What follows belongs to an exercise in optimizing a design on an open flow for small area, a short achievable clock period and few clock cycles per item; a production flow would make more cautious choices. Only simulation tests tie the RTL to the original design; equivalence was not proved. No activity file was given, so power comes from the tool's default toggle rates.

**design/flow/run.sh**
```bash
#!/bin/bash
# synth_recipe.tcl (not shown) runs the flow's synth.tcl, then flattens the netlist and writes it again
# the make line also repeats each setting of config.mk as NAME=value (left out here)
make -C /OpenROAD-flow-scripts/flow DESIGN_CONFIG=/design/flow/config.mk WORK_HOME=/design/flow/orfs CLKGATE_MAP_FILE= SYNTH_SCRIPT=/design/flow/synth_recipe.tcl finish
```
**design/flow/constraint.sdc**
```tcl
create_clock -name core_clock -period 8.5 [get_ports {ap_clk}]
set_input_delay 1.7000 -clock core_clock [delete_from_list [all_inputs] [get_ports {ap_clk}]]
set_output_delay 1.7000 -clock core_clock [all_outputs]
set_load 0.01 [all_outputs]
```
**design/flow/design.v**
```verilog
module fir (
    input  wire        ap_clk,
    input  wire        ap_rst,
    input  wire        ap_start,
    output wire        ap_done,
    output wire        ap_idle,
    output wire        ap_ready,
    output wire [31:0] y,
    output wire        y_ap_vld,
    output wire [3:0]  c_address0,
    output wire        c_ce0,
    input  wire [31:0] c_q0,
    input  wire [31:0] x
);
reg  [3:0]  cnt;       
reg  [3:0]  ph;        
reg  [3:0]  nvalid;    
reg         done_q;
reg         clr;       
reg  [31:0] ring [0:9];
reg  [31:0] c_reg;
reg  [15:0] bone, btwo, bneg;
reg  [31:0] acc_s, acc_c;
reg  [31:0] y_q;
wire busy_rd = (cnt <= 4'd10);
wire ld_ring = (cnt >= 4'd1) && (cnt <= 4'd10);
assign ap_idle    = ~ap_start;
assign ap_done    = done_q;
assign ap_ready   = done_q;
assign y_ap_vld   = done_q;
assign y          = y_q;
assign c_ce0      = ap_start & busy_rd;
assign c_address0 = (cnt == 4'd10) ? 4'd0 : ((ph == 4'd9) ? 4'd1 : ph + 4'd2);
always @(posedge ap_clk) begin
    if (ap_rst) begin
        cnt    <= 4'd0;
        done_q <= 1'b0;
        clr    <= 1'b0;
        ph     <= 4'd0;
        nvalid <= 4'd0;
    end else begin
        if (cnt == 4'd0)
            cnt <= {3'd0, ap_start};
        else if (cnt == 4'd14)
            cnt <= 4'd0;
        else
            cnt <= cnt + 4'd1;
        done_q <= (cnt == 4'd13);
        clr    <= (cnt == 4'd1);
        if (done_q) begin
            ph <= (ph >= 4'd8) ? ph - 4'd8 : ph + 4'd2;
            if (nvalid != 4'd10)
                nvalid <= nvalid + 4'd1;
        end else begin
            ph <= (ph == 4'd9) ? 4'd0 : ph + 4'd1;
        end
    end
end
integer r;
always @(posedge ap_clk) begin
    for (r = 0; r < 9; r = r + 1)
        ring[r] <= ring[r + 1];
    ring[9] <= (ld_ring && ph == 4'd9) ? x : ring[0];
end
wire [31:0] dsel = (cnt == 4'd11) ? x : ((ph < nvalid) ? ring[0] : 32'd0);
wire [32:0] dx   = {dsel, 1'b0};
integer g;
always @(posedge ap_clk) begin
    c_reg <= c_q0;
    for (g = 0; g < 16; g = g + 1) begin
        bone[g] <= (dx[2*g+1] ^ dx[2*g]);
        btwo[g] <= ((dx[2*g+2] & ~dx[2*g+1] & ~dx[2*g]) | (~dx[2*g+2] & dx[2*g+1] & dx[2*g]));
        bneg[g] <= dx[2*g+2];
    end
end
wire [31:0] pp0 = ((c_reg[31:0] & {32{bone[0]}}) | ({c_reg[30:0], 1'b0} & {32{btwo[0]}})) ^ {32{bneg[0]}};
wire [29:0] pp1 = ((c_reg[29:0] & {30{bone[1]}}) | ({c_reg[28:0], 1'b0} & {30{btwo[1]}})) ^ {30{bneg[1]}};
wire [27:0] pp2 = ((c_reg[27:0] & {28{bone[2]}}) | ({c_reg[26:0], 1'b0} & {28{btwo[2]}})) ^ {28{bneg[2]}};
wire [25:0] pp3 = ((c_reg[25:0] & {26{bone[3]}}) | ({c_reg[24:0], 1'b0} & {26{btwo[3]}})) ^ {26{bneg[3]}};
wire [23:0] pp4 = ((c_reg[23:0] & {24{bone[4]}}) | ({c_reg[22:0], 1'b0} & {24{btwo[4]}})) ^ {24{bneg[4]}};
wire [21:0] pp5 = ((c_reg[21:0] & {22{bone[5]}}) | ({c_reg[20:0], 1'b0} & {22{btwo[5]}})) ^ {22{bneg[5]}};
wire [19:0] pp6 = ((c_reg[19:0] & {20{bone[6]}}) | ({c_reg[18:0], 1'b0} & {20{btwo[6]}})) ^ {20{bneg[6]}};
wire [17:0] pp7 = ((c_reg[17:0] & {18{bone[7]}}) | ({c_reg[16:0], 1'b0} & {18{btwo[7]}})) ^ {18{bneg[7]}};
wire [15:0] pp8 = ((c_reg[15:0] & {16{bone[8]}}) | ({c_reg[14:0], 1'b0} & {16{btwo[8]}})) ^ {16{bneg[8]}};
wire [13:0] pp9 = ((c_reg[13:0] & {14{bone[9]}}) | ({c_reg[12:0], 1'b0} & {14{btwo[9]}})) ^ {14{bneg[9]}};
wire [11:0] pp10 = ((c_reg[11:0] & {12{bone[10]}}) | ({c_reg[10:0], 1'b0} & {12{btwo[10]}})) ^ {12{bneg[10]}};
wire [9:0] pp11 = ((c_reg[9:0] & {10{bone[11]}}) | ({c_reg[8:0], 1'b0} & {10{btwo[11]}})) ^ {10{bneg[11]}};
wire [7:0] pp12 = ((c_reg[7:0] & {8{bone[12]}}) | ({c_reg[6:0], 1'b0} & {8{btwo[12]}})) ^ {8{bneg[12]}};
wire [5:0] pp13 = ((c_reg[5:0] & {6{bone[13]}}) | ({c_reg[4:0], 1'b0} & {6{btwo[13]}})) ^ {6{bneg[13]}};
wire [3:0] pp14 = ((c_reg[3:0] & {4{bone[14]}}) | ({c_reg[2:0], 1'b0} & {4{btwo[14]}})) ^ {4{bneg[14]}};
wire [1:0] pp15 = ((c_reg[1:0] & {2{bone[15]}}) | ({c_reg[0:0], 1'b0} & {2{btwo[15]}})) ^ {2{bneg[15]}};
wire [31:0] sm = acc_s & {32{~clr}};
wire [31:0] cm = acc_c & {32{~clr}};
wire s_1 = bneg[0] ^ sm[0] ^ cm[0];
wire c_2 = (bneg[0] & sm[0]) | (cm[0] & (bneg[0] ^ sm[0]));
wire s_3 = sm[1] ^ cm[1] ^ pp0[1];
wire c_4 = (sm[1] & cm[1]) | (pp0[1] & (sm[1] ^ cm[1]));
wire s_5 = bneg[1] ^ sm[2] ^ cm[2];
wire c_6 = (bneg[1] & sm[2]) | (cm[2] & (bneg[1] ^ sm[2]));
wire s_7 = pp0[2] ^ pp1[0] ^ s_5;
wire c_8 = (pp0[2] & pp1[0]) | (s_5 & (pp0[2] ^ pp1[0]));
wire s_9 = sm[3] ^ cm[3] ^ pp0[3];
wire c_10 = (sm[3] & cm[3]) | (pp0[3] & (sm[3] ^ cm[3]));
wire s_11 = pp1[1] ^ c_6 ^ s_9;
wire c_12 = (pp1[1] & c_6) | (s_9 & (pp1[1] ^ c_6));
wire s_13 = bneg[2] ^ sm[4] ^ cm[4];
wire c_14 = (bneg[2] & sm[4]) | (cm[4] & (bneg[2] ^ sm[4]));
wire s_15 = pp0[4] ^ pp1[2] ^ pp2[0];
wire c_16 = (pp0[4] & pp1[2]) | (pp2[0] & (pp0[4] ^ pp1[2]));
wire s_17 = s_13 ^ c_10 ^ s_15;
wire c_18 = (s_13 & c_10) | (s_15 & (s_13 ^ c_10));
wire s_19 = sm[5] ^ cm[5] ^ pp0[5];
wire c_20 = (sm[5] & cm[5]) | (pp0[5] & (sm[5] ^ cm[5]));
wire s_21 = pp1[3] ^ pp2[1] ^ c_14;
wire c_22 = (pp1[3] & pp2[1]) | (c_14 & (pp1[3] ^ pp2[1]));
wire s_23 = c_16 ^ s_19 ^ s_21;
wire c_24 = (c_16 & s_19) | (s_21 & (c_16 ^ s_19));
wire s_25 = bneg[3] ^ sm[6] ^ cm[6];
wire c_26 = (bneg[3] & sm[6]) | (cm[6] & (bneg[3] ^ sm[6]));
wire s_27 = pp0[6] ^ pp1[4] ^ pp2[2];
wire c_28 = (pp0[6] & pp1[4]) | (pp2[2] & (pp0[6] ^ pp1[4]));
wire s_29 = pp3[0] ^ s_25 ^ c_20;
wire c_30 = (pp3[0] & s_25) | (c_20 & (pp3[0] ^ s_25));
wire s_31 = c_22 ^ s_27 ^ s_29;
wire c_32 = (c_22 & s_27) | (s_29 & (c_22 ^ s_27));
wire s_33 = sm[7] ^ cm[7] ^ pp0[7];
wire c_34 = (sm[7] & cm[7]) | (pp0[7] & (sm[7] ^ cm[7]));
wire s_35 = pp1[5] ^ pp2[3] ^ pp3[1];
wire c_36 = (pp1[5] & pp2[3]) | (pp3[1] & (pp1[5] ^ pp2[3]));
wire s_37 = c_26 ^ c_28 ^ s_33;
wire c_38 = (c_26 & c_28) | (s_33 & (c_26 ^ c_28));
wire s_39 = s_35 ^ c_30 ^ s_37;
wire c_40 = (s_35 & c_30) | (s_37 & (s_35 ^ c_30));
wire s_41 = bneg[4] ^ sm[8] ^ cm[8];
wire c_42 = (bneg[4] & sm[8]) | (cm[8] & (bneg[4] ^ sm[8]));
wire s_43 = pp0[8] ^ pp1[6] ^ pp2[4];
wire c_44 = (pp0[8] & pp1[6]) | (pp2[4] & (pp0[8] ^ pp1[6]));
wire s_45 = pp3[2] ^ pp4[0] ^ s_41;
wire c_46 = (pp3[2] & pp4[0]) | (s_41 & (pp3[2] ^ pp4[0]));
wire s_47 = c_34 ^ c_36 ^ s_43;
wire c_48 = (c_34 & c_36) | (s_43 & (c_34 ^ c_36));
wire s_49 = s_45 ^ c_38 ^ s_47;
wire c_50 = (s_45 & c_38) | (s_47 & (s_45 ^ c_38));
wire s_51 = sm[9] ^ cm[9] ^ pp0[9];
wire c_52 = (sm[9] & cm[9]) | (pp0[9] & (sm[9] ^ cm[9]));
wire s_53 = pp1[7] ^ pp2[5] ^ pp3[3];
wire c_54 = (pp1[7] & pp2[5]) | (pp3[3] & (pp1[7] ^ pp2[5]));
wire s_55 = pp4[1] ^ c_42 ^ c_44;
wire c_56 = (pp4[1] & c_42) | (c_44 & (pp4[1] ^ c_42));
wire s_57 = s_51 ^ s_53 ^ c_46;
wire c_58 = (s_51 & s_53) | (c_46 & (s_51 ^ s_53));
wire s_59 = c_48 ^ s_55 ^ s_57;
wire c_60 = (c_48 & s_55) | (s_57 & (c_48 ^ s_55));
wire s_61 = bneg[5] ^ sm[10] ^ cm[10];
wire c_62 = (bneg[5] & sm[10]) | (cm[10] & (bneg[5] ^ sm[10]));
wire s_63 = pp0[10] ^ pp1[8] ^ pp2[6];
wire c_64 = (pp0[10] & pp1[8]) | (pp2[6] & (pp0[10] ^ pp1[8]));
wire s_65 = pp3[4] ^ pp4[2] ^ pp5[0];
wire c_66 = (pp3[4] & pp4[2]) | (pp5[0] & (pp3[4] ^ pp4[2]));
wire s_67 = s_61 ^ c_52 ^ c_54;
wire c_68 = (s_61 & c_52) | (c_54 & (s_61 ^ c_52));
wire s_69 = s_63 ^ s_65 ^ c_56;
wire c_70 = (s_63 & s_65) | (c_56 & (s_63 ^ s_65));
wire s_71 = s_67 ^ c_58 ^ s_69;
wire c_72 = (s_67 & c_58) | (s_69 & (s_67 ^ c_58));
wire s_73 = sm[11] ^ cm[11] ^ pp0[11];
wire c_74 = (sm[11] & cm[11]) | (pp0[11] & (sm[11] ^ cm[11]));
wire s_75 = pp1[9] ^ pp2[7] ^ pp3[5];
wire c_76 = (pp1[9] & pp2[7]) | (pp3[5] & (pp1[9] ^ pp2[7]));
wire s_77 = pp4[3] ^ pp5[1] ^ c_62;
wire c_78 = (pp4[3] & pp5[1]) | (c_62 & (pp4[3] ^ pp5[1]));
wire s_79 = c_64 ^ c_66 ^ s_73;
wire c_80 = (c_64 & c_66) | (s_73 & (c_64 ^ c_66));
wire s_81 = s_75 ^ s_77 ^ c_68;
wire c_82 = (s_75 & s_77) | (c_68 & (s_75 ^ s_77));
wire s_83 = s_79 ^ c_70 ^ s_81;
wire c_84 = (s_79 & c_70) | (s_81 & (s_79 ^ c_70));
wire s_85 = bneg[6] ^ sm[12] ^ cm[12];
wire c_86 = (bneg[6] & sm[12]) | (cm[12] & (bneg[6] ^ sm[12]));
wire s_87 = pp0[12] ^ pp1[10] ^ pp2[8];
wire c_88 = (pp0[12] & pp1[10]) | (pp2[8] & (pp0[12] ^ pp1[10]));
wire s_89 = pp3[6] ^ pp4[4] ^ pp5[2];
wire c_90 = (pp3[6] & pp4[4]) | (pp5[2] & (pp3[6] ^ pp4[4]));
wire s_91 = pp6[0] ^ s_85 ^ c_74;
wire c_92 = (pp6[0] & s_85) | (c_74 & (pp6[0] ^ s_85));
wire s_93 = c_76 ^ c_78 ^ s_87;
wire c_94 = (c_76 & c_78) | (s_87 & (c_76 ^ c_78));
wire s_95 = s_89 ^ c_80 ^ s_91;
wire c_96 = (s_89 & c_80) | (s_91 & (s_89 ^ c_80));
wire s_97 = s_93 ^ c_82 ^ s_95;
wire c_98 = (s_93 & c_82) | (s_95 & (s_93 ^ c_82));
wire s_99 = sm[13] ^ cm[13] ^ pp0[13];
wire c_100 = (sm[13] & cm[13]) | (pp0[13] & (sm[13] ^ cm[13]));
wire s_101 = pp1[11] ^ pp2[9] ^ pp3[7];
wire c_102 = (pp1[11] & pp2[9]) | (pp3[7] & (pp1[11] ^ pp2[9]));
wire s_103 = pp4[5] ^ pp5[3] ^ pp6[1];
wire c_104 = (pp4[5] & pp5[3]) | (pp6[1] & (pp4[5] ^ pp5[3]));
wire s_105 = c_86 ^ c_88 ^ c_90;
wire c_106 = (c_86 & c_88) | (c_90 & (c_86 ^ c_88));
wire s_107 = s_99 ^ s_101 ^ s_103;
wire c_108 = (s_99 & s_101) | (s_103 & (s_99 ^ s_101));
wire s_109 = c_92 ^ c_94 ^ s_105;
wire c_110 = (c_92 & c_94) | (s_105 & (c_92 ^ c_94));
wire s_111 = s_107 ^ c_96 ^ s_109;
wire c_112 = (s_107 & c_96) | (s_109 & (s_107 ^ c_96));
wire s_113 = bneg[7] ^ sm[14] ^ cm[14];
wire c_114 = (bneg[7] & sm[14]) | (cm[14] & (bneg[7] ^ sm[14]));
wire s_115 = pp0[14] ^ pp1[12] ^ pp2[10];
wire c_116 = (pp0[14] & pp1[12]) | (pp2[10] & (pp0[14] ^ pp1[12]));
wire s_117 = pp3[8] ^ pp4[6] ^ pp5[4];
wire c_118 = (pp3[8] & pp4[6]) | (pp5[4] & (pp3[8] ^ pp4[6]));
wire s_119 = pp6[2] ^ pp7[0] ^ s_113;
wire c_120 = (pp6[2] & pp7[0]) | (s_113 & (pp6[2] ^ pp7[0]));
wire s_121 = c_100 ^ c_102 ^ c_104;
wire c_122 = (c_100 & c_102) | (c_104 & (c_100 ^ c_102));
wire s_123 = s_115 ^ s_117 ^ s_119;
wire c_124 = (s_115 & s_117) | (s_119 & (s_115 ^ s_117));
wire s_125 = c_106 ^ c_108 ^ s_121;
wire c_126 = (c_106 & c_108) | (s_121 & (c_106 ^ c_108));
wire s_127 = s_123 ^ c_110 ^ s_125;
wire c_128 = (s_123 & c_110) | (s_125 & (s_123 ^ c_110));
wire s_129 = sm[15] ^ cm[15] ^ pp0[15];
wire c_130 = (sm[15] & cm[15]) | (pp0[15] & (sm[15] ^ cm[15]));
wire s_131 = pp1[13] ^ pp2[11] ^ pp3[9];
wire c_132 = (pp1[13] & pp2[11]) | (pp3[9] & (pp1[13] ^ pp2[11]));
wire s_133 = pp4[7] ^ pp5[5] ^ pp6[3];
wire c_134 = (pp4[7] & pp5[5]) | (pp6[3] & (pp4[7] ^ pp5[5]));
wire s_135 = pp7[1] ^ c_114 ^ c_116;
wire c_136 = (pp7[1] & c_114) | (c_116 & (pp7[1] ^ c_114));
wire s_137 = c_118 ^ s_129 ^ s_131;
wire c_138 = (c_118 & s_129) | (s_131 & (c_118 ^ s_129));
wire s_139 = s_133 ^ c_120 ^ c_122;
wire c_140 = (s_133 & c_120) | (c_122 & (s_133 ^ c_120));
wire s_141 = s_135 ^ s_137 ^ c_124;
wire c_142 = (s_135 & s_137) | (c_124 & (s_135 ^ s_137));
wire s_143 = s_139 ^ c_126 ^ s_141;
wire c_144 = (s_139 & c_126) | (s_141 & (s_139 ^ c_126));
wire s_145 = bneg[8] ^ sm[16] ^ cm[16];
wire c_146 = (bneg[8] & sm[16]) | (cm[16] & (bneg[8] ^ sm[16]));
wire s_147 = pp0[16] ^ pp1[14] ^ pp2[12];
wire c_148 = (pp0[16] & pp1[14]) | (pp2[12] & (pp0[16] ^ pp1[14]));
wire s_149 = pp3[10] ^ pp4[8] ^ pp5[6];
wire c_150 = (pp3[10] & pp4[8]) | (pp5[6] & (pp3[10] ^ pp4[8]));
wire s_151 = pp6[4] ^ pp7[2] ^ pp8[0];
wire c_152 = (pp6[4] & pp7[2]) | (pp8[0] & (pp6[4] ^ pp7[2]));
wire s_153 = s_145 ^ c_130 ^ c_132;
wire c_154 = (s_145 & c_130) | (c_132 & (s_145 ^ c_130));
wire s_155 = c_134 ^ s_147 ^ s_149;
wire c_156 = (c_134 & s_147) | (s_149 & (c_134 ^ s_147));
wire s_157 = s_151 ^ c_136 ^ c_138;
wire c_158 = (s_151 & c_136) | (c_138 & (s_151 ^ c_136));
wire s_159 = s_153 ^ s_155 ^ c_140;
wire c_160 = (s_153 & s_155) | (c_140 & (s_153 ^ s_155));
wire s_161 = s_157 ^ c_142 ^ s_159;
wire c_162 = (s_157 & c_142) | (s_159 & (s_157 ^ c_142));
wire s_163 = sm[17] ^ cm[17] ^ pp0[17];
wire c_164 = (sm[17] & cm[17]) | (pp0[17] & (sm[17] ^ cm[17]));
wire s_165 = pp1[15] ^ pp2[13] ^ pp3[11];
wire c_166 = (pp1[15] & pp2[13]) | (pp3[11] & (pp1[15] ^ pp2[13]));
wire s_167 = pp4[9] ^ pp5[7] ^ pp6[5];
wire c_168 = (pp4[9] & pp5[7]) | (pp6[5] & (pp4[9] ^ pp5[7]));
wire s_169 = pp7[3] ^ pp8[1] ^ c_146;
wire c_170 = (pp7[3] & pp8[1]) | (c_146 & (pp7[3] ^ pp8[1]));
wire s_171 = c_148 ^ c_150 ^ c_152;
wire c_172 = (c_148 & c_150) | (c_152 & (c_148 ^ c_150));
wire s_173 = s_163 ^ s_165 ^ s_167;
wire c_174 = (s_163 & s_165) | (s_167 & (s_163 ^ s_165));
wire s_175 = s_169 ^ c_154 ^ c_156;
wire c_176 = (s_169 & c_154) | (c_156 & (s_169 ^ c_154));
wire s_177 = s_171 ^ s_173 ^ c_158;
wire c_178 = (s_171 & s_173) | (c_158 & (s_171 ^ s_173));
wire s_179 = s_175 ^ c_160 ^ s_177;
wire c_180 = (s_175 & c_160) | (s_177 & (s_175 ^ c_160));
wire s_181 = bneg[9] ^ sm[18] ^ cm[18];
wire c_182 = (bneg[9] & sm[18]) | (cm[18] & (bneg[9] ^ sm[18]));
wire s_183 = pp0[18] ^ pp1[16] ^ pp2[14];
wire c_184 = (pp0[18] & pp1[16]) | (pp2[14] & (pp0[18] ^ pp1[16]));
wire s_185 = pp3[12] ^ pp4[10] ^ pp5[8];
wire c_186 = (pp3[12] & pp4[10]) | (pp5[8] & (pp3[12] ^ pp4[10]));
wire s_187 = pp6[6] ^ pp7[4] ^ pp8[2];
wire c_188 = (pp6[6] & pp7[4]) | (pp8[2] & (pp6[6] ^ pp7[4]));
wire s_189 = pp9[0] ^ s_181 ^ c_164;
wire c_190 = (pp9[0] & s_181) | (c_164 & (pp9[0] ^ s_181));
wire s_191 = c_166 ^ c_168 ^ c_170;
wire c_192 = (c_166 & c_168) | (c_170 & (c_166 ^ c_168));
wire s_193 = s_183 ^ s_185 ^ s_187;
wire c_194 = (s_183 & s_185) | (s_187 & (s_183 ^ s_185));
wire s_195 = c_172 ^ c_174 ^ s_189;
wire c_196 = (c_172 & c_174) | (s_189 & (c_172 ^ c_174));
wire s_197 = s_191 ^ s_193 ^ c_176;
wire c_198 = (s_191 & s_193) | (c_176 & (s_191 ^ s_193));
wire s_199 = s_195 ^ c_178 ^ s_197;
wire c_200 = (s_195 & c_178) | (s_197 & (s_195 ^ c_178));
wire s_201 = sm[19] ^ cm[19] ^ pp0[19];
wire c_202 = (sm[19] & cm[19]) | (pp0[19] & (sm[19] ^ cm[19]));
wire s_203 = pp1[17] ^ pp2[15] ^ pp3[13];
wire c_204 = (pp1[17] & pp2[15]) | (pp3[13] & (pp1[17] ^ pp2[15]));
wire s_205 = pp4[11] ^ pp5[9] ^ pp6[7];
wire c_206 = (pp4[11] & pp5[9]) | (pp6[7] & (pp4[11] ^ pp5[9]));
wire s_207 = pp7[5] ^ pp8[3] ^ pp9[1];
wire c_208 = (pp7[5] & pp8[3]) | (pp9[1] & (pp7[5] ^ pp8[3]));
wire s_209 = c_182 ^ c_184 ^ c_186;
wire c_210 = (c_182 & c_184) | (c_186 & (c_182 ^ c_184));
wire s_211 = c_188 ^ s_201 ^ s_203;
wire c_212 = (c_188 & s_201) | (s_203 & (c_188 ^ s_201));
wire s_213 = s_205 ^ s_207 ^ c_190;
wire c_214 = (s_205 & s_207) | (c_190 & (s_205 ^ s_207));
wire s_215 = c_192 ^ c_194 ^ s_209;
wire c_216 = (c_192 & c_194) | (s_209 & (c_192 ^ c_194));
wire s_217 = s_211 ^ s_213 ^ c_196;
wire c_218 = (s_211 & s_213) | (c_196 & (s_211 ^ s_213));
wire s_219 = s_215 ^ c_198 ^ s_217;
wire c_220 = (s_215 & c_198) | (s_217 & (s_215 ^ c_198));
wire s_221 = bneg[10] ^ sm[20] ^ cm[20];
wire c_222 = (bneg[10] & sm[20]) | (cm[20] & (bneg[10] ^ sm[20]));
wire s_223 = pp0[20] ^ pp1[18] ^ pp2[16];
wire c_224 = (pp0[20] & pp1[18]) | (pp2[16] & (pp0[20] ^ pp1[18]));
wire s_225 = pp3[14] ^ pp4[12] ^ pp5[10];
wire c_226 = (pp3[14] & pp4[12]) | (pp5[10] & (pp3[14] ^ pp4[12]));
wire s_227 = pp6[8] ^ pp7[6] ^ pp8[4];
wire c_228 = (pp6[8] & pp7[6]) | (pp8[4] & (pp6[8] ^ pp7[6]));
wire s_229 = pp9[2] ^ pp10[0] ^ s_221;
wire c_230 = (pp9[2] & pp10[0]) | (s_221 & (pp9[2] ^ pp10[0]));
wire s_231 = c_202 ^ c_204 ^ c_206;
wire c_232 = (c_202 & c_204) | (c_206 & (c_202 ^ c_204));
wire s_233 = c_208 ^ s_223 ^ s_225;
wire c_234 = (c_208 & s_223) | (s_225 & (c_208 ^ s_223));
wire s_235 = s_227 ^ s_229 ^ c_210;
wire c_236 = (s_227 & s_229) | (c_210 & (s_227 ^ s_229));
wire s_237 = c_212 ^ s_231 ^ s_233;
wire c_238 = (c_212 & s_231) | (s_233 & (c_212 ^ s_231));
wire s_239 = c_214 ^ s_235 ^ c_216;
wire c_240 = (c_214 & s_235) | (c_216 & (c_214 ^ s_235));
wire s_241 = s_237 ^ c_218 ^ s_239;
wire c_242 = (s_237 & c_218) | (s_239 & (s_237 ^ c_218));
wire s_243 = sm[21] ^ cm[21] ^ pp0[21];
wire c_244 = (sm[21] & cm[21]) | (pp0[21] & (sm[21] ^ cm[21]));
wire s_245 = pp1[19] ^ pp2[17] ^ pp3[15];
wire c_246 = (pp1[19] & pp2[17]) | (pp3[15] & (pp1[19] ^ pp2[17]));
wire s_247 = pp4[13] ^ pp5[11] ^ pp6[9];
wire c_248 = (pp4[13] & pp5[11]) | (pp6[9] & (pp4[13] ^ pp5[11]));
wire s_249 = pp7[7] ^ pp8[5] ^ pp9[3];
wire c_250 = (pp7[7] & pp8[5]) | (pp9[3] & (pp7[7] ^ pp8[5]));
wire s_251 = pp10[1] ^ c_222 ^ c_224;
wire c_252 = (pp10[1] & c_222) | (c_224 & (pp10[1] ^ c_222));
wire s_253 = c_226 ^ c_228 ^ s_243;
wire c_254 = (c_226 & c_228) | (s_243 & (c_226 ^ c_228));
wire s_255 = s_245 ^ s_247 ^ s_249;
wire c_256 = (s_245 & s_247) | (s_249 & (s_245 ^ s_247));
wire s_257 = c_230 ^ c_232 ^ c_234;
wire c_258 = (c_230 & c_232) | (c_234 & (c_230 ^ c_232));
wire s_259 = s_251 ^ s_253 ^ s_255;
wire c_260 = (s_251 & s_253) | (s_255 & (s_251 ^ s_253));
wire s_261 = c_236 ^ s_257 ^ c_238;
wire c_262 = (c_236 & s_257) | (c_238 & (c_236 ^ s_257));
wire s_263 = s_259 ^ c_240 ^ s_261;
wire c_264 = (s_259 & c_240) | (s_261 & (s_259 ^ c_240));
wire s_265 = bneg[11] ^ sm[22] ^ cm[22];
wire c_266 = (bneg[11] & sm[22]) | (cm[22] & (bneg[11] ^ sm[22]));
wire s_267 = pp0[22] ^ pp1[20] ^ pp2[18];
wire c_268 = (pp0[22] & pp1[20]) | (pp2[18] & (pp0[22] ^ pp1[20]));
wire s_269 = pp3[16] ^ pp4[14] ^ pp5[12];
wire c_270 = (pp3[16] & pp4[14]) | (pp5[12] & (pp3[16] ^ pp4[14]));
wire s_271 = pp6[10] ^ pp7[8] ^ pp8[6];
wire c_272 = (pp6[10] & pp7[8]) | (pp8[6] & (pp6[10] ^ pp7[8]));
wire s_273 = pp9[4] ^ pp10[2] ^ pp11[0];
wire c_274 = (pp9[4] & pp10[2]) | (pp11[0] & (pp9[4] ^ pp10[2]));
wire s_275 = s_265 ^ c_244 ^ c_246;
wire c_276 = (s_265 & c_244) | (c_246 & (s_265 ^ c_244));
wire s_277 = c_248 ^ c_250 ^ s_267;
wire c_278 = (c_248 & c_250) | (s_267 & (c_248 ^ c_250));
wire s_279 = s_269 ^ s_271 ^ s_273;
wire c_280 = (s_269 & s_271) | (s_273 & (s_269 ^ s_271));
wire s_281 = c_252 ^ c_254 ^ c_256;
wire c_282 = (c_252 & c_254) | (c_256 & (c_252 ^ c_254));
wire s_283 = s_275 ^ s_277 ^ s_279;
wire c_284 = (s_275 & s_277) | (s_279 & (s_275 ^ s_277));
wire s_285 = c_258 ^ s_281 ^ c_260;
wire c_286 = (c_258 & s_281) | (c_260 & (c_258 ^ s_281));
wire s_287 = s_283 ^ c_262 ^ s_285;
wire c_288 = (s_283 & c_262) | (s_285 & (s_283 ^ c_262));
wire s_289 = sm[23] ^ cm[23] ^ pp0[23];
wire c_290 = (sm[23] & cm[23]) | (pp0[23] & (sm[23] ^ cm[23]));
wire s_291 = pp1[21] ^ pp2[19] ^ pp3[17];
wire c_292 = (pp1[21] & pp2[19]) | (pp3[17] & (pp1[21] ^ pp2[19]));
wire s_293 = pp4[15] ^ pp5[13] ^ pp6[11];
wire c_294 = (pp4[15] & pp5[13]) | (pp6[11] & (pp4[15] ^ pp5[13]));
wire s_295 = pp7[9] ^ pp8[7] ^ pp9[5];
wire c_296 = (pp7[9] & pp8[7]) | (pp9[5] & (pp7[9] ^ pp8[7]));
wire s_297 = pp10[3] ^ pp11[1] ^ c_266;
wire c_298 = (pp10[3] & pp11[1]) | (c_266 & (pp10[3] ^ pp11[1]));
wire s_299 = c_268 ^ c_270 ^ c_272;
wire c_300 = (c_268 & c_270) | (c_272 & (c_268 ^ c_270));
wire s_301 = c_274 ^ s_289 ^ s_291;
wire c_302 = (c_274 & s_289) | (s_291 & (c_274 ^ s_289));
wire s_303 = s_293 ^ s_295 ^ s_297;
wire c_304 = (s_293 & s_295) | (s_297 & (s_293 ^ s_295));
wire s_305 = c_276 ^ c_278 ^ c_280;
wire c_306 = (c_276 & c_278) | (c_280 & (c_276 ^ c_278));
wire s_307 = s_299 ^ s_301 ^ s_303;
wire c_308 = (s_299 & s_301) | (s_303 & (s_299 ^ s_301));
wire s_309 = c_282 ^ s_305 ^ c_284;
wire c_310 = (c_282 & s_305) | (c_284 & (c_282 ^ s_305));
wire s_311 = s_307 ^ c_286 ^ s_309;
wire c_312 = (s_307 & c_286) | (s_309 & (s_307 ^ c_286));
wire s_313 = bneg[12] ^ sm[24] ^ cm[24];
wire c_314 = (bneg[12] & sm[24]) | (cm[24] & (bneg[12] ^ sm[24]));
wire s_315 = pp0[24] ^ pp1[22] ^ pp2[20];
wire c_316 = (pp0[24] & pp1[22]) | (pp2[20] & (pp0[24] ^ pp1[22]));
wire s_317 = pp3[18] ^ pp4[16] ^ pp5[14];
wire c_318 = (pp3[18] & pp4[16]) | (pp5[14] & (pp3[18] ^ pp4[16]));
wire s_319 = pp6[12] ^ pp7[10] ^ pp8[8];
wire c_320 = (pp6[12] & pp7[10]) | (pp8[8] & (pp6[12] ^ pp7[10]));
wire s_321 = pp9[6] ^ pp10[4] ^ pp11[2];
wire c_322 = (pp9[6] & pp10[4]) | (pp11[2] & (pp9[6] ^ pp10[4]));
wire s_323 = pp12[0] ^ s_313 ^ c_290;
wire c_324 = (pp12[0] & s_313) | (c_290 & (pp12[0] ^ s_313));
wire s_325 = c_292 ^ c_294 ^ c_296;
wire c_326 = (c_292 & c_294) | (c_296 & (c_292 ^ c_294));
wire s_327 = c_298 ^ s_315 ^ s_317;
wire c_328 = (c_298 & s_315) | (s_317 & (c_298 ^ s_315));
wire s_329 = s_319 ^ s_321 ^ c_300;
wire c_330 = (s_319 & s_321) | (c_300 & (s_319 ^ s_321));
wire s_331 = c_302 ^ s_323 ^ s_325;
wire c_332 = (c_302 & s_323) | (s_325 & (c_302 ^ s_323));
wire s_333 = c_304 ^ s_327 ^ c_306;
wire c_334 = (c_304 & s_327) | (c_306 & (c_304 ^ s_327));
wire s_335 = s_329 ^ s_331 ^ c_308;
wire c_336 = (s_329 & s_331) | (c_308 & (s_329 ^ s_331));
wire s_337 = s_333 ^ c_310 ^ s_335;
wire c_338 = (s_333 & c_310) | (s_335 & (s_333 ^ c_310));
wire s_339 = sm[25] ^ cm[25] ^ pp0[25];
wire c_340 = (sm[25] & cm[25]) | (pp0[25] & (sm[25] ^ cm[25]));
wire s_341 = pp1[23] ^ pp2[21] ^ pp3[19];
wire c_342 = (pp1[23] & pp2[21]) | (pp3[19] & (pp1[23] ^ pp2[21]));
wire s_343 = pp4[17] ^ pp5[15] ^ pp6[13];
wire c_344 = (pp4[17] & pp5[15]) | (pp6[13] & (pp4[17] ^ pp5[15]));
wire s_345 = pp7[11] ^ pp8[9] ^ pp9[7];
wire c_346 = (pp7[11] & pp8[9]) | (pp9[7] & (pp7[11] ^ pp8[9]));
wire s_347 = pp10[5] ^ pp11[3] ^ pp12[1];
wire c_348 = (pp10[5] & pp11[3]) | (pp12[1] & (pp10[5] ^ pp11[3]));
wire s_349 = c_314 ^ c_316 ^ c_318;
wire c_350 = (c_314 & c_316) | (c_318 & (c_314 ^ c_316));
wire s_351 = c_320 ^ c_322 ^ s_339;
wire c_352 = (c_320 & c_322) | (s_339 & (c_320 ^ c_322));
wire s_353 = s_341 ^ s_343 ^ s_345;
wire c_354 = (s_341 & s_343) | (s_345 & (s_341 ^ s_343));
wire s_355 = s_347 ^ c_324 ^ c_326;
wire c_356 = (s_347 & c_324) | (c_326 & (s_347 ^ c_324));
wire s_357 = c_328 ^ s_349 ^ s_351;
wire c_358 = (c_328 & s_349) | (s_351 & (c_328 ^ s_349));
wire s_359 = s_353 ^ c_330 ^ s_355;
wire c_360 = (s_353 & c_330) | (s_355 & (s_353 ^ c_330));
wire s_361 = c_332 ^ s_357 ^ c_334;
wire c_362 = (c_332 & s_357) | (c_334 & (c_332 ^ s_357));
wire s_363 = s_359 ^ c_336 ^ s_361;
wire c_364 = (s_359 & c_336) | (s_361 & (s_359 ^ c_336));
wire s_365 = bneg[13] ^ sm[26] ^ cm[26];
wire c_366 = (bneg[13] & sm[26]) | (cm[26] & (bneg[13] ^ sm[26]));
wire s_367 = pp0[26] ^ pp1[24] ^ pp2[22];
wire c_368 = (pp0[26] & pp1[24]) | (pp2[22] & (pp0[26] ^ pp1[24]));
wire s_369 = pp3[20] ^ pp4[18] ^ pp5[16];
wire c_370 = (pp3[20] & pp4[18]) | (pp5[16] & (pp3[20] ^ pp4[18]));
wire s_371 = pp6[14] ^ pp7[12] ^ pp8[10];
wire c_372 = (pp6[14] & pp7[12]) | (pp8[10] & (pp6[14] ^ pp7[12]));
wire s_373 = pp9[8] ^ pp10[6] ^ pp11[4];
wire c_374 = (pp9[8] & pp10[6]) | (pp11[4] & (pp9[8] ^ pp10[6]));
wire s_375 = pp12[2] ^ pp13[0] ^ s_365;
wire c_376 = (pp12[2] & pp13[0]) | (s_365 & (pp12[2] ^ pp13[0]));
wire s_377 = c_340 ^ c_342 ^ c_344;
wire c_378 = (c_340 & c_342) | (c_344 & (c_340 ^ c_342));
wire s_379 = c_346 ^ c_348 ^ s_367;
wire c_380 = (c_346 & c_348) | (s_367 & (c_346 ^ c_348));
wire s_381 = s_369 ^ s_371 ^ s_373;
wire c_382 = (s_369 & s_371) | (s_373 & (s_369 ^ s_371));
wire s_383 = s_375 ^ c_350 ^ c_352;
wire c_384 = (s_375 & c_350) | (c_352 & (s_375 ^ c_350));
wire s_385 = c_354 ^ s_377 ^ s_379;
wire c_386 = (c_354 & s_377) | (s_379 & (c_354 ^ s_377));
wire s_387 = s_381 ^ c_356 ^ s_383;
wire c_388 = (s_381 & c_356) | (s_383 & (s_381 ^ c_356));
wire s_389 = c_358 ^ s_385 ^ c_360;
wire c_390 = (c_358 & s_385) | (c_360 & (c_358 ^ s_385));
wire s_391 = s_387 ^ c_362 ^ s_389;
wire c_392 = (s_387 & c_362) | (s_389 & (s_387 ^ c_362));
wire s_393 = sm[27] ^ cm[27] ^ pp0[27];
wire c_394 = (sm[27] & cm[27]) | (pp0[27] & (sm[27] ^ cm[27]));
wire s_395 = pp1[25] ^ pp2[23] ^ pp3[21];
wire c_396 = (pp1[25] & pp2[23]) | (pp3[21] & (pp1[25] ^ pp2[23]));
wire s_397 = pp4[19] ^ pp5[17] ^ pp6[15];
wire c_398 = (pp4[19] & pp5[17]) | (pp6[15] & (pp4[19] ^ pp5[17]));
wire s_399 = pp7[13] ^ pp8[11] ^ pp9[9];
wire c_400 = (pp7[13] & pp8[11]) | (pp9[9] & (pp7[13] ^ pp8[11]));
wire s_401 = pp10[7] ^ pp11[5] ^ pp12[3];
wire c_402 = (pp10[7] & pp11[5]) | (pp12[3] & (pp10[7] ^ pp11[5]));
wire s_403 = pp13[1] ^ c_366 ^ c_368;
wire c_404 = (pp13[1] & c_366) | (c_368 & (pp13[1] ^ c_366));
wire s_405 = c_370 ^ c_372 ^ c_374;
wire c_406 = (c_370 & c_372) | (c_374 & (c_370 ^ c_372));
wire s_407 = s_393 ^ s_395 ^ s_397;
wire c_408 = (s_393 & s_395) | (s_397 & (s_393 ^ s_395));
wire s_409 = s_399 ^ s_401 ^ c_376;
wire c_410 = (s_399 & s_401) | (c_376 & (s_399 ^ s_401));
wire s_411 = c_378 ^ c_380 ^ c_382;
wire c_412 = (c_378 & c_380) | (c_382 & (c_378 ^ c_380));
wire s_413 = s_403 ^ s_405 ^ s_407;
wire c_414 = (s_403 & s_405) | (s_407 & (s_403 ^ s_405));
wire s_415 = s_409 ^ c_384 ^ s_411;
wire c_416 = (s_409 & c_384) | (s_411 & (s_409 ^ c_384));
wire s_417 = c_386 ^ s_413 ^ c_388;
wire c_418 = (c_386 & s_413) | (c_388 & (c_386 ^ s_413));
wire s_419 = s_415 ^ c_390 ^ s_417;
wire c_420 = (s_415 & c_390) | (s_417 & (s_415 ^ c_390));
wire s_421 = bneg[14] ^ sm[28] ^ cm[28];
wire c_422 = (bneg[14] & sm[28]) | (cm[28] & (bneg[14] ^ sm[28]));
wire s_423 = pp0[28] ^ pp1[26] ^ pp2[24];
wire c_424 = (pp0[28] & pp1[26]) | (pp2[24] & (pp0[28] ^ pp1[26]));
wire s_425 = pp3[22] ^ pp4[20] ^ pp5[18];
wire c_426 = (pp3[22] & pp4[20]) | (pp5[18] & (pp3[22] ^ pp4[20]));
wire s_427 = pp6[16] ^ pp7[14] ^ pp8[12];
wire c_428 = (pp6[16] & pp7[14]) | (pp8[12] & (pp6[16] ^ pp7[14]));
wire s_429 = pp9[10] ^ pp10[8] ^ pp11[6];
wire c_430 = (pp9[10] & pp10[8]) | (pp11[6] & (pp9[10] ^ pp10[8]));
wire s_431 = pp12[4] ^ pp13[2] ^ pp14[0];
wire c_432 = (pp12[4] & pp13[2]) | (pp14[0] & (pp12[4] ^ pp13[2]));
wire s_433 = s_421 ^ c_394 ^ c_396;
wire c_434 = (s_421 & c_394) | (c_396 & (s_421 ^ c_394));
wire s_435 = c_398 ^ c_400 ^ c_402;
wire c_436 = (c_398 & c_400) | (c_402 & (c_398 ^ c_400));
wire s_437 = s_423 ^ s_425 ^ s_427;
wire c_438 = (s_423 & s_425) | (s_427 & (s_423 ^ s_425));
wire s_439 = s_429 ^ s_431 ^ c_404;
wire c_440 = (s_429 & s_431) | (c_404 & (s_429 ^ s_431));
wire s_441 = c_406 ^ c_408 ^ s_433;
wire c_442 = (c_406 & c_408) | (s_433 & (c_406 ^ c_408));
wire s_443 = s_435 ^ c_410 ^ s_437;
wire c_444 = (s_435 & c_410) | (s_437 & (s_435 ^ c_410));
wire s_445 = c_412 ^ s_439 ^ c_414;
wire c_446 = (c_412 & s_439) | (c_414 & (c_412 ^ s_439));
wire s_447 = s_441 ^ s_443 ^ c_416;
wire c_448 = (s_441 & s_443) | (c_416 & (s_441 ^ s_443));
wire s_449 = s_445 ^ c_418 ^ s_447;
wire c_450 = (s_445 & c_418) | (s_447 & (s_445 ^ c_418));
wire s_451 = sm[29] ^ cm[29] ^ pp0[29];
wire c_452 = (sm[29] & cm[29]) | (pp0[29] & (sm[29] ^ cm[29]));
wire s_453 = pp1[27] ^ pp2[25] ^ pp3[23];
wire c_454 = (pp1[27] & pp2[25]) | (pp3[23] & (pp1[27] ^ pp2[25]));
wire s_455 = pp4[21] ^ pp5[19] ^ pp6[17];
wire c_456 = (pp4[21] & pp5[19]) | (pp6[17] & (pp4[21] ^ pp5[19]));
wire s_457 = pp7[15] ^ pp8[13] ^ pp9[11];
wire c_458 = (pp7[15] & pp8[13]) | (pp9[11] & (pp7[15] ^ pp8[13]));
wire s_459 = pp10[9] ^ pp11[7] ^ pp12[5];
wire c_460 = (pp10[9] & pp11[7]) | (pp12[5] & (pp10[9] ^ pp11[7]));
wire s_461 = pp13[3] ^ pp14[1] ^ c_422;
wire c_462 = (pp13[3] & pp14[1]) | (c_422 & (pp13[3] ^ pp14[1]));
wire s_463 = c_424 ^ c_426 ^ c_428;
wire c_464 = (c_424 & c_426) | (c_428 & (c_424 ^ c_426));
wire s_465 = c_430 ^ c_432 ^ s_451;
wire c_466 = (c_430 & c_432) | (s_451 & (c_430 ^ c_432));
wire s_467 = s_453 ^ s_455 ^ s_457;
wire c_468 = (s_453 & s_455) | (s_457 & (s_453 ^ s_455));
wire s_469 = s_459 ^ s_461 ^ c_434;
wire c_470 = (s_459 & s_461) | (c_434 & (s_459 ^ s_461));
wire s_471 = c_436 ^ c_438 ^ s_463;
wire c_472 = (c_436 & c_438) | (s_463 & (c_436 ^ c_438));
wire s_473 = s_465 ^ s_467 ^ c_440;
wire c_474 = (s_465 & s_467) | (c_440 & (s_465 ^ s_467));
wire s_475 = s_469 ^ c_442 ^ c_444;
wire c_476 = (s_469 & c_442) | (c_444 & (s_469 ^ c_442));
wire s_477 = s_471 ^ s_473 ^ c_446;
wire c_478 = (s_471 & s_473) | (c_446 & (s_471 ^ s_473));
wire s_479 = s_475 ^ c_448 ^ s_477;
wire c_480 = (s_475 & c_448) | (s_477 & (s_475 ^ c_448));
wire s_481 = bneg[15] ^ sm[30] ^ cm[30];
wire c_482 = (bneg[15] & sm[30]) | (cm[30] & (bneg[15] ^ sm[30]));
wire s_483 = pp0[30] ^ pp1[28] ^ pp2[26];
wire c_484 = (pp0[30] & pp1[28]) | (pp2[26] & (pp0[30] ^ pp1[28]));
wire s_485 = pp3[24] ^ pp4[22] ^ pp5[20];
wire c_486 = (pp3[24] & pp4[22]) | (pp5[20] & (pp3[24] ^ pp4[22]));
wire s_487 = pp6[18] ^ pp7[16] ^ pp8[14];
wire c_488 = (pp6[18] & pp7[16]) | (pp8[14] & (pp6[18] ^ pp7[16]));
wire s_489 = pp9[12] ^ pp10[10] ^ pp11[8];
wire c_490 = (pp9[12] & pp10[10]) | (pp11[8] & (pp9[12] ^ pp10[10]));
wire s_491 = pp12[6] ^ pp13[4] ^ pp14[2];
wire c_492 = (pp12[6] & pp13[4]) | (pp14[2] & (pp12[6] ^ pp13[4]));
wire s_493 = pp15[0] ^ s_481 ^ c_452;
wire c_494 = (pp15[0] & s_481) | (c_452 & (pp15[0] ^ s_481));
wire s_495 = c_454 ^ c_456 ^ c_458;
wire c_496 = (c_454 & c_456) | (c_458 & (c_454 ^ c_456));
wire s_497 = c_460 ^ c_462 ^ s_483;
wire c_498 = (c_460 & c_462) | (s_483 & (c_460 ^ c_462));
wire s_499 = s_485 ^ s_487 ^ s_489;
wire c_500 = (s_485 & s_487) | (s_489 & (s_485 ^ s_487));
wire s_501 = s_491 ^ c_464 ^ c_466;
wire c_502 = (s_491 & c_464) | (c_466 & (s_491 ^ c_464));
wire s_503 = c_468 ^ s_493 ^ s_495;
wire c_504 = (c_468 & s_493) | (s_495 & (c_468 ^ s_493));
wire s_505 = s_497 ^ s_499 ^ c_470;
wire c_506 = (s_497 & s_499) | (c_470 & (s_497 ^ s_499));
wire s_507 = c_472 ^ s_501 ^ s_503;
wire c_508 = (c_472 & s_501) | (s_503 & (c_472 ^ s_501));
wire s_509 = c_474 ^ s_505 ^ c_476;
wire c_510 = (c_474 & s_505) | (c_476 & (c_474 ^ s_505));
wire s_511 = s_507 ^ c_478 ^ s_509;
wire c_512 = (s_507 & c_478) | (s_509 & (s_507 ^ c_478));
wire s_513 = sm[31] ^ cm[31];
wire s_514 = s_513 ^ pp0[31];
wire s_515 = pp1[29] ^ pp2[27];
wire s_516 = pp3[25] ^ pp4[23];
wire s_517 = pp5[21] ^ pp6[19];
wire s_518 = pp7[17] ^ pp8[15];
wire s_519 = pp9[13] ^ pp10[11];
wire s_520 = pp11[9] ^ pp12[7];
wire s_521 = pp13[5] ^ pp14[3];
wire s_522 = pp15[1] ^ c_482;
wire s_523 = s_514 ^ s_515;
wire s_524 = s_516 ^ s_517;
wire s_525 = s_518 ^ s_519;
wire s_526 = s_520 ^ s_521;
wire s_527 = s_522 ^ s_523;
wire s_528 = s_524 ^ s_525;
wire s_529 = s_526 ^ c_484;
wire s_530 = c_486 ^ c_488;
wire s_531 = c_490 ^ c_492;
wire s_532 = s_527 ^ s_528;
wire s_533 = s_529 ^ s_530;
wire s_534 = s_531 ^ s_532;
wire s_535 = s_533 ^ c_494;
wire s_536 = c_496 ^ c_498;
wire s_537 = c_500 ^ s_534;
wire s_538 = s_535 ^ s_536;
wire s_539 = s_537 ^ s_538;
wire s_540 = c_502 ^ c_504;
wire s_541 = s_539 ^ s_540;
wire s_542 = c_506 ^ s_541;
wire s_543 = c_508 ^ s_542;
wire s_544 = s_543 ^ c_510;
wire [31:0] nxt_s = {s_544, c_480, c_450, c_420, c_392, c_364, c_338, c_312, c_288, c_264, c_242, c_220, c_200, c_180, c_162, c_144, c_128, c_112, c_98, c_84, c_72, c_60, c_50, c_40, c_32, c_24, c_18, c_12, c_8, c_4, c_2, pp0[0]};
wire [31:0] nxt_c = {c_512, s_511, s_479, s_449, s_419, s_391, s_363, s_337, s_311, s_287, s_263, s_241, s_219, s_199, s_179, s_161, s_143, s_127, s_111, s_97, s_83, s_71, s_59, s_49, s_39, s_31, s_23, s_17, s_11, s_7, s_3, s_1};
always @(posedge ap_clk) begin
    acc_s <= nxt_s;
    acc_c <= nxt_c;
    y_q   <= acc_s + acc_c;
end
endmodule
```
**design/flow/config.mk**
```make
export PLATFORM = sky130hd
export DESIGN_NAME = fir
export DESIGN_NICKNAME = fir
export VERILOG_FILES = /design/flow/design.v
export SDC_FILE = /design/flow/constraint.sdc
export NUM_CORES = 4
export LEC_CHECK = 0
export CAP_MARGIN = 20
export CORE_MARGIN = 2
export CORE_UTILIZATION = 60
export PLACE_DENSITY = 0.7
export SETUP_SLACK_MARGIN = 4.3
export SLEW_MARGIN = 20
```
==> reports/qor.csv, run 1 <==
metric,value,unit
Die Span X,208,µm
Core Region,40900,µm²
wire per inst,21.9,µm
maximum clock path buffer count,3,
GRT Util Overall,0.289,
Slew headroom,0.568,
1st-iter DRT viols,1393,
Max Cap Viol,0,
die height,208,µm
Clock Latency Late Sink,0.60,ns
PD cells,201,nW/µm²
clock skew,0.0201,ns
Pre-antenna DRT Iters,7,
largest net degree at the start of global routing,53,
worst min-delay path category,reg -> reg,
Vias,16100,
Gate Count Post-Synth,2192,
crit path time final,4.22,ns
NetSw,1480,µW
synthesized area per cell,11.4,µm²
gr ovfl total,0,
ANT cells,0,
vias per inst,5.73,
#FFs+latches synth,510,
crit-path max FO,17,
Starting Density,0.610,
combinational share of power,0.146,
Global Route met3 Usage,0.0494,
Layout Utilization,0.697,
TritonCTS Sinks,510,
share of cells above drive strength 1,0.116,
Rows,74,
post-route ant nets,0,
"Distinct cells, synth",61,
number of flip-flops in the largest register,320,
number of flops mapped to enable cells by yosys,0,
Crit Path Category,reg -> reg,
Die ar.,43200,µm²
final hold vios,0,
CP Capture Type,flop,
fmax,237,MHz
register share of total power,0.459,
Async SR Flop Fraction,0,
LEAKAGE,0.0109,µW
RSZ-0062 raised after global routing,true,
R2R setup slack,4.28,ns
"slowest stage cell, crit path",dfxtp_2,
busiest grt layer,met2,
"Most flops, register",ring,
area delta synth->final,14.4,%
CTS tree,done,
routed wire length,61400,µm
Clock Power Share,0.395,
Nets,2602,
met1 Use GR,0.376,
clock buffer count from CTS,49,
crit-path most repeated cell,fa_1,
half-perimeter wire length after placement,43300,µm
maximum vdd drop,267,µV
"Reg clk slew, reported paths",0.06,ns
Post-Syn Area,24900,µm²
CP max stage delay,0.62,ns
crit-path cells,"a22oi_2, xor2_1, fa_1, fa_1, fa_1, inv_1, fa_1, inv_1, fa_1, xnor2_2, xnor2_2, xnor2_1, xnor2_1, xnor2_1, xnor2_1",
initial antenna violation count,0,
global-route wire length before repair,97400,µm
status,"complete, no violations",
Net Sw Frac,0.258,
TNS Setup,0,ns
final setup fails,0,
internal power,4260,µW
Root Driver,clkbuf_16,
Crit path arrival time,4.74,ns
DR DRC count,0,
sequential element share of the synthesized area,0.409,
io pins,108,
"Top FF cell, synth",dfxtp_1,
syn_nets,2558,
required time of the critical path,9.01,ns
H-tree depth,2,
GPL Wtd Cong,0.933,
type of origin of the critical path,flop,
vias in the first global route,17100,
total chip power,5740,µW
Buffers on Ports,107,
yosys warns,2,
Final Cycle Share,0.497,
Slew Limit Fails,0,
worst slew pin tran,0.642,ns
met2 Use GR,0.474,
==> power groups by stage <==
stage                     clock network (µW)  registers, µW  logic, µW
after detailed placement                   0           2690        829
after CTS                               2310           2640        837
after floorplan                            0           2690        498
after global routing                    2400           2650        932
final                                   2270           2640        838
after global placement                     0           2690        806
==> placed cells by master, fill, tap and decap left out, types with 12 or more instances in the layout <==
master,n
a22oi_1,252
xnor2_1,167
nor2b_1,23
clkbuf_8,12
clkbuf_16,50
mux2_2,32
a22o_1,17
o21ai_1,17
ha_1,42
nand2_1,59
xor2_1,176
dfxtp_4,24
fa_1,251
dfxtp_2,16
o21ai_0,14
a21oi_1,32
nor2_1,36
clkdlybuf4s50_1,104
inv_1,202
nand3_1,24
inv_2,16
dfxtp_1,470
a22oi_2,21
nand2b_1,44
==> final cells by class <==
cell class / instances / area (µm²)
fill: 2992 / 12400
clock inverter: 21 / 297
tap: 532 / 666
sequential: 510 / 10300
clock buffer: 70 / 1420
inverter: 223 / 851
timing repair buffer: 145 / 1580
multi-input combinational: 1307 / 13400
==> logic make-up (layout without fill, tap and decap cells) <==
logic type                 count (synthesis)  count (layout)  synth area share
DFF                                      510             510             0.409
adders and majority gates                299             299             0.227
buffers and inverters                    375             459            0.0580
xor gates and xnor gates                 350             350             0.123
and+or+nand+nor                          214             214            0.0434
muxes                                     33              33            0.0148
AOI/OAI and AO/OA                        411             411             0.124
==> critical path, delay by kind of cell (launching register included) <==
family,cells,cell delay [ns]
buffers and inverters,2,0.16
adders and majority gates,5,2.04
AOI/OAI and AO/OA,1,0.11
DFF,1,0.62
xor gates and xnor gates,7,1.22
==> cell usage after synthesis (all sizes together), types with 7 or more instances <==
master | n | area share
xor2 | 180 | 0.063
nor2 | 36 | 0.0054
clkbuf | 92 | 0.014
a211oi | 7 | 0.0030
nand2 | 59 | 0.0089
a21oi | 35 | 0.0075
a22oi | 273 | 0.085
inv | 221 | 0.033
xnor2 | 170 | 0.060
and3 | 7 | 0.0018
dfxtp | 510 | 0.41
nand3 | 24 | 0.0048
nand2b | 46 | 0.012
ha | 42 | 0.021
o21ai | 34 | 0.0073
buf | 60 | 0.011
a22o | 17 | 0.0060
a21o | 10 | 0.0030
fa | 257 | 0.21
nor2b | 24 | 0.0063
mux2 | 32 | 0.014
==> routing by layer <==
layer	vias up	wire length, µm
li1	7249	-
met1	7933	24600
met2	723	29500
met3	188	4390
met4	0	2920
met5	-	0
==> path summary, 6_finish.rpt <==
path / start / endpoint / cells past startpoint
worst max register to register: btwo[7] / acc_s[31] / 15
worst min register to register: ring[7][24] / ring[6][24] / 0
worst min-delay path: ring[7][24] / ring[6][24] / 0
worst max-delay path: btwo[7] / acc_s[31] / 15
==> metrics by stage <==
step	worst slack, ns	instance area [µm²]	hold WS (ns)	cells
4_1_cts	4.23	28100	0.323	2802
6_report	4.28	28500	0.324	2808
3_3_place_gp	3.86	26300	0.310	2709
3_5_place_dp	3.83	26300	0.312	2709
2_1_floorplan	4.33	25000	0.310	2192
5_1_grt	4.21	28500	0.327	2808
==> timing repair <==
action,CTS,global route
hold buffers,0,0
pin swaps,0,8
gates resized for setup,43,103
endpoints found under the setup margin,16,16
setup buffers,2,5
hold endpoints to repair,0,0
cloned,0,1
Testbench counts, summed over its fixed seeds: cycles 24,000, items 1,600.
==> run 2: changes to the inputs <==
--- a/design/flow/config.mk
+++ b/design/flow/config.mk
@@ -8,6 +8,9 @@
 export CAP_MARGIN = 20
 export CORE_MARGIN = 2
 export CORE_UTILIZATION = 60
+export CTS_BUF_LIST = sky130_fd_sc_hd__clkbuf_16
+export CTS_CLUSTER_DIAMETER = 80
+export CTS_CLUSTER_SIZE = 24
 export PLACE_DENSITY = 0.7
-export SETUP_SLACK_MARGIN = 4.3
+export SETUP_SLACK_MARGIN = 4.7
 export SLEW_MARGIN = 20
==> run 2 against run 1 <==
  * Sequential cell count did not move
  * Routed wire length rose by 2.7%
  * Area after synthesis did not move
  * Cell count fell by 0.57%
  * Critical path depth rose by 1
  * Clock power fell by 37%
  * Clock skew rose by 0.0082 ns
  * Power fell by 14%
==> reports/qor.csv, run 2 <==
metric,value,unit,change
status,"complete, no violations",,unchanged
Hold WS,0.308,ns,was 0.324 ns
"Distinct cells, synth",61,,unchanged
worst min-delay path category,reg -> reg,,unchanged
LEAKAGE,0.0109,µW,about the same
Final Cycle Share,0.462,,was 0.497
H-tree depth,1,,was 2
maximum vdd drop,217,µV,was 267 µV
Crit Path Category,reg -> reg,,unchanged
required time of the critical path,9.04,ns,was 9.01 ns
Layout Utilization,0.707,,was 0.697
vias in the first global route,17100,,about the same
Post-Syn Area,24900,µm²,unchanged
Nets,2615,,was 2602
RSZ-0062 raised after global routing,true,,unchanged
final instance area,29000,µm²,was 28500 µm²
"Top FF cell, synth",dfxtp_1,,unchanged
wire per inst,22.6,µm,was 21.9 µm
# fillers,2925,,was 2992
share of cells above drive strength 1,0.169,,was 0.116
Core Region,40900,µm²,unchanged
clock skew,0.0283,ns,was 0.0201 ns
Crit path arrival time,4.47,ns,was 4.74 ns
crit-path max FO,19,,was 17
Die Span X,208,µm,unchanged
crit path time final,3.93,ns,was 4.22 ns
yosys warns,2,,unchanged
R2R setup slack,4.57,ns,was 4.28 ns
TNS Setup,0,ns,unchanged
GPL Wtd Cong,0.882,,was 0.933
met1 Use GR,0.377,,was 0.376
Slew Limit Fails,0,,unchanged
post-route ant nets,0,,unchanged
Area contributors post-synth,"dfxtp_1 (41%), fa_1 (21%), a22oi_1 (7.8%), xor2_1 (6.3%), xnor2_1 (6.0%)",,unchanged
Vias,16200,,was 16100
CTS tree,done,,unchanged
initial antenna violation count,2,,was 0
DP Area,26500,µm²,was 26300 µm²
worst slew pin tran,0.632,ns,was 0.642 ns
Max Cap Viol,0,,unchanged
syn_nets,2558,,unchanged
Slew headroom,0.579,,was 0.568
type of origin of the critical path,flop,,unchanged
DR DRC count,0,,unchanged
busiest grt layer,met2,,unchanged
crit-path most repeated cell,xnor2_1,,was fa_1
most frequent cells in the layout,"dfxtp_1 (461), a22oi_1 (216), fa_1 (200)",,"was dfxtp_1 (470), a22oi_1 (252), fa_1 (251)"
"Reg clk slew, reported paths",0.10,ns,was 0.06 ns
TritonCTS Sinks,510,,unchanged
CP max stage delay,0.52,ns,was 0.62 ns
fmax,255,MHz,was 237 MHz
Global Route met3 Usage,0.0525,,was 0.0494
Die ar.,43200,µm²,unchanged
post-synth top area cell,dfxtp_1,,unchanged
most frequent cells after synthesis,"dfxtp_1 (510), a22oi_1 (259), fa_1 (257)",,unchanged
met2 Use GR,0.476,,was 0.474
global-route wire length before repair,97700,µm,was 97400 µm
Rows,74,,unchanged
Buffers on Ports,107,,unchanged
FF+latch area,10400,µm²,was 10300 µm²
Pre-antenna DRT Iters,6,,was 7
CP bufs+invs,3,,was 2
GRT Util Overall,0.289,,about the same
routed wire length,63000,µm,was 61400 µm
clock buffer count from CTS,28,,was 49
"slowest stage cell, crit path",fa_1,,was dfxtp_2
Clock Latency Late Sink,0.63,ns,was 0.60 ns
maximum clock path buffer count,3,,unchanged
vias per inst,5.80,,was 5.73
PD cells,171,nW/µm²,was 201 nW/µm²
final hold vios,0,,unchanged
synthesized area per cell,11.4,µm²,unchanged
largest net degree at the start of global routing,42,,was 53
area delta synth->final,16.1,%,was 14.4%
#FFs+latches synth,510,,unchanged
multi-input combinational cell area,13800,µm²,was 13400 µm²
sequential element share of the synthesized area,0.409,,unchanged
crit-path cells,"buf_12, a22oi_2, xor2_1, fa_1, fa_1, fa_2, inv_2, fa_1, inv_1, fa_2, xnor2_2, xnor2_1, xnor2_1, xnor2_1, xnor2_1, xnor2_1",,"was a22oi_2, xor2_1, fa_1, fa_1, fa_1, inv_1, fa_1, inv_1, fa_1, xnor2_2, xnor2_2, xnor2_1, xnor2_1, xnor2_1, xnor2_1"
number of flip-flops in the largest register,320,,unchanged
Async SR Flop Fraction,0,,unchanged
io pins,108,,unchanged
number of flops mapped to enable cells by yosys,0,,unchanged
die height,208,µm,unchanged
final setup fails,0,,unchanged
half-perimeter wire length after placement,41900,µm,was 43300 µm
Root Driver,clkbuf_16,,unchanged
Starting Density,0.610,,unchanged
Gate Count Post-Synth,2192,,unchanged
"Most flops, register",ring,,unchanged
"Largest delay share family, worst path",adder cells,,unchanged
gr ovfl total,0,,unchanged
area fraction of the dominant cell type after synthesis,0.409,,unchanged
"commonest non-fill, non-tap cell in the layout",dfxtp_1,,unchanged
dominant cell by count in the synthesized netlist,dfxtp_1,,unchanged
CP Capture Type,flop,,unchanged
1st-iter DRT viols,1283,,was 1393
[run 2: changes by cell type in the layout (fill, tap and decap cells not counted), moves of 12 or more]
cell / previous run / this run
fa_1: 251 / 200
inv_2: 16 / 31
a22oi_2: 21 / 57
dfxtp_4: 24 / 37
buf_12: 11 / 26
fa_2: 6 / 57
bufbuf_16: 0 / 12
clkbuf_16: 50 / 34
a22oi_1: 252 / 216
inv_1: 202 / 186
[run 2: final cells by class]
type | instances | share of cell area
multi-input cells | 1307 | 0.477
flip-flops and latches | 510 | 0.358
repair buffers | 179 | 0.0829
inverters | 223 | 0.0294
clock buffers | 28 | 0.0242
well taps | 532 | 0.0230
clock inverters | 10 | 0.00493
diodes | 3 | 0.000259
[run 2: worst paths after layout]
path	from	to	depth (start not counted)
max	c_reg[13]	acc_s[31]	16
min	ring[2][7]	ring[1][7]	0
max reg2reg	c_reg[13]	acc_s[31]	16
min reg2reg	ring[2][7]	ring[1][7]	0
[run 2: what timing repair did]
item / in CTS / in global routing
setup endpoints to repair: 35 / 30
hold buffers: 0 / 0
gates resized for setup: 204 / 104
gates cloned: 12 / 6
pin swaps: 71 / 57
buffers inserted: 12 / 6
[run 2: through the flow]
step / worst slack (ns) / instances / power, µW
floorplan: 4.69 / 2192 / 3190
finish: 4.57 / 2792 / 4940
global route: 4.43 / 2790 / 5170
detailed placement: 3.91 / 2715 / 3520
global placement: 3.90 / 2715 / 3490
CTS: 4.59 / 2777 / 4960
[run 2: cell families after synthesis]
| logic type | Yosys count | share of synthesized area |
|---|---|---|
| AOI/OAI and AO/OA | 411 | 0.124 |
| muxes | 33 | 0.0148 |
| adders and majority gates | 299 | 0.227 |
| buffers and inverters | 375 | 0.0580 |
| xor gates and xnor gates | 350 | 0.123 |
| DFF | 510 | 0.409 |
| and+or+nand+nor | 214 | 0.0434 |
[run 2: where the power goes]
group	internal, µW	total, µW	switching [µW]
clock network	623	1430	806
logic	421	882	461
registers	2540	2630	93.3
[run 2: per-layer routing]
layer  part of all wire  vias up
li1                   -     7246
met1               0.40     8036
met2               0.47      724
met3              0.074      196
met4              0.056        0
met5                  0        -
==> run 3: changes to the inputs <==
--- a/design/flow/config.mk
+++ b/design/flow/config.mk
@@ -8,9 +8,9 @@
 export CAP_MARGIN = 20
 export CORE_MARGIN = 2
 export CORE_UTILIZATION = 60
-export CTS_BUF_LIST = sky130_fd_sc_hd__clkbuf_16
-export CTS_CLUSTER_DIAMETER = 80
-export CTS_CLUSTER_SIZE = 24
+export CTS_BUF_LIST = sky130_fd_sc_hd__clkbuf_8
+export CTS_CLUSTER_DIAMETER = 60
+export CTS_CLUSTER_SIZE = 16
 export PLACE_DENSITY = 0.7
 export SETUP_SLACK_MARGIN = 4.7
 export SLEW_MARGIN = 20
==> run 3 against run 2 <==
  * Sequential power about the same
  * Global-route usage is 0.30 points higher
  * Utilization fell by 0.15 points
  * Final area is 0.21% lower
  * Register-to-register slack improved by 0.04 ns
  * Die area is the same
  * Non-clock buffer count grew 3
  * Cell count grew 0.93%
  * Clock power is 5% lower
  * Critical path type unchanged
  * Fmax increased by 1.0%
==> reports/qor.csv, run 3 <==
metric,value,unit,change
status,"complete, no violations",,unchanged
CP bufs+invs,3,,unchanged
PD cells,169,nW/µm²,was 171 nW/µm²
area delta synth->final,15.8,%,was 16.1%
Root Driver,clkbuf_8,,was clkbuf_16
1st-iter DRT viols,1488,,was 1283
synthesized area per cell,11.4,µm²,unchanged
yosys warns,2,,unchanged
TritonCTS Sinks,510,,unchanged
pre-CTS setup slack,3.91,ns,unchanged
die height,208,µm,unchanged
"Most flops, register",ring,,unchanged
post-route ant nets,0,,unchanged
worst min-delay path category,reg -> reg,,unchanged
required time of the critical path,9.06,ns,was 9.04 ns
"Largest delay share family, worst path",adder cells,,unchanged
post-synth top area cell,dfxtp_1,,unchanged
# hold bufs at CTS,0,,unchanged
CTS tree,done,,unchanged
#FFs+latches synth,510,,unchanged
crit-path max FO,14,,was 19
most frequent cells in the layout,"dfxtp_1 (457), a22oi_1 (213), fa_1 (212)",,"was dfxtp_1 (461), a22oi_1 (216), fa_1 (200)"
total chip power,4880,µW,was 4940 µW
Die Span X,208,µm,unchanged
Global Route met3 Usage,0.0605,,was 0.0525
final worst setup slack,4.61,ns,was 4.57 ns
type of origin of the critical path,flop,,unchanged
number of flip-flops in the largest register,320,,unchanged
GRT Util Overall,0.292,,was 0.289
"slowest stage cell, crit path",fa_1,,unchanged
Final Cycle Share,0.457,,was 0.462
Gate Count Post-Synth,2192,,unchanged
LEAKAGE,0.0109,µW,about the same
gr ovfl total,0,,unchanged
TNS Setup,0,ns,unchanged
"commonest non-fill, non-tap cell in the layout",dfxtp_1,,unchanged
global-route wire length before repair,98100,µm,was 97700 µm
maximum clock path buffer count,3,,unchanged
H-tree depth,2,,was 1
GPL Wtd Cong,0.882,,unchanged
Starting Density,0.610,,unchanged
CP startpoint,c_reg[5],,was c_reg[13]
RR Startpoint,c_reg[5],,was c_reg[13]
Vias,16400,,was 16200
dominant cell by count in the synthesized netlist,dfxtp_1,,unchanged
Die ar.,43200,µm²,unchanged
CP max stage delay,0.51,ns,was 0.52 ns
final setup fails,0,,unchanged
half-perimeter wire length after placement,41900,µm,unchanged
==> run 3: changes by cell type in the layout (fill, tap and decap cells not counted), sizes merged, moves of 2 or more <==
| cell | before | now |
|---|---|---|
| buf | 54 | 59 |
| inv | 226 | 228 |
| clkinv | 5 | 7 |
| clkbuf | 37 | 54 |
==> run 3: repair_timing <==
item,CTS,global route
cloned,11,6
resized for setup,214,85
endpoints found under the setup margin,34,26
pin swaps,46,46
setup buffers,15,7
==> run 3: worst min path at each step <==
| stage | to | from | slack, ns |
|---|---|---|---|
| floorplan | ring[0][0] | ring[1][0] | 0.31 |
| global route | ring[8][4] | ring[9][4] | 0.32 |
| global placement | ring[7][16] | ring[8][16] | 0.31 |
| detailed placement | ring[6][6] | ring[7][6] | 0.31 |
| finish | ring[6][14] | ring[7][14] | 0.30 |
| CTS | ring[8][4] | ring[9][4] | 0.32 |
==> run 3: power breakdown <==
part           leakage (µW)  switching (µW)  total (µW)  internal [µW]
registers           0.00419            91.9        2630           2540
clock network      0.000415             813        1360            551
logic               0.00634             462         882            420
total                0.0109            1370        4880           3510
==> run 3: cell families (layout without fill, tap and decap cells) <==
logic type               Yosys count  count (layout)  synth area share
XOR/XNOR                         350             350             0.123
AND/OR/NAND/NOR                  214             214            0.0434
AO/OA/AOI/OAI                    411             411             0.124
flip-flops                       510             510             0.409
other                              0               3                 0
adder cells (fa/ha/maj)          299             299             0.227
buffers and inverters            375             466            0.0580
multiplexers                      33              33            0.0148
==> run 3: metal layers <==
| metal | share of wire | routed length (µm) |
|---|---|---|
| met1 | 0.40 | 25400 |
| met2 | 0.47 | 29500 |
| met3 | 0.077 | 4900 |
| met4 | 0.054 | 3430 |
| met5 | 0 | 0 |
==> run 3: per-stage QoR <==
stage	cells	util	hold WS, ns
after floorplan	2192	-	0.310
after global placement	2715	0.646	0.310
after detailed placement	2715	0.646	0.312
after CTS	2802	0.694	0.315
after global routing	2816	0.706	0.321
final	2818	0.706	0.303
==> run 3: worst register-to-register path, stage by stage (launching register included) <==
cell	delay, ns
dfxtp_4	0.38
buf_12	0.16
a22oi_1	0.27
xnor2_1	0.19
fa_1	0.51
fa_2	0.39
fa_2	0.36
inv_2	0.06
fa_1	0.18
inv_2	0.04
fa_2	0.36
xnor2_2	0.15
xnor2_1	0.18
xnor2_1	0.16
xnor2_1	0.15
xnor2_1	0.16
xnor2_1	0.09
==> run 3: cell type report <==
class | instances | area (µm²)
Sequential cell | 510 | 10400
Inverter | 223 | 853
Clock inverter | 15 | 169
Fill cell | 2942 | 12000
Clock buffer | 46 | 633
Multi-Input combinational cell | 1307 | 13800
Antenna cell | 3 | 7.51
Tap cell | 532 | 666
Timing Repair Buffer | 182 | 2400

Setup slack of run 3, layout unchanged: 4.613 ns with ideal ports, 4.613 ns with driving cells assumed (clock clkbuf_16, inputs buf_2), 4.613 ns with port delays also shifted by the 0.693 ns mid clock arrival.
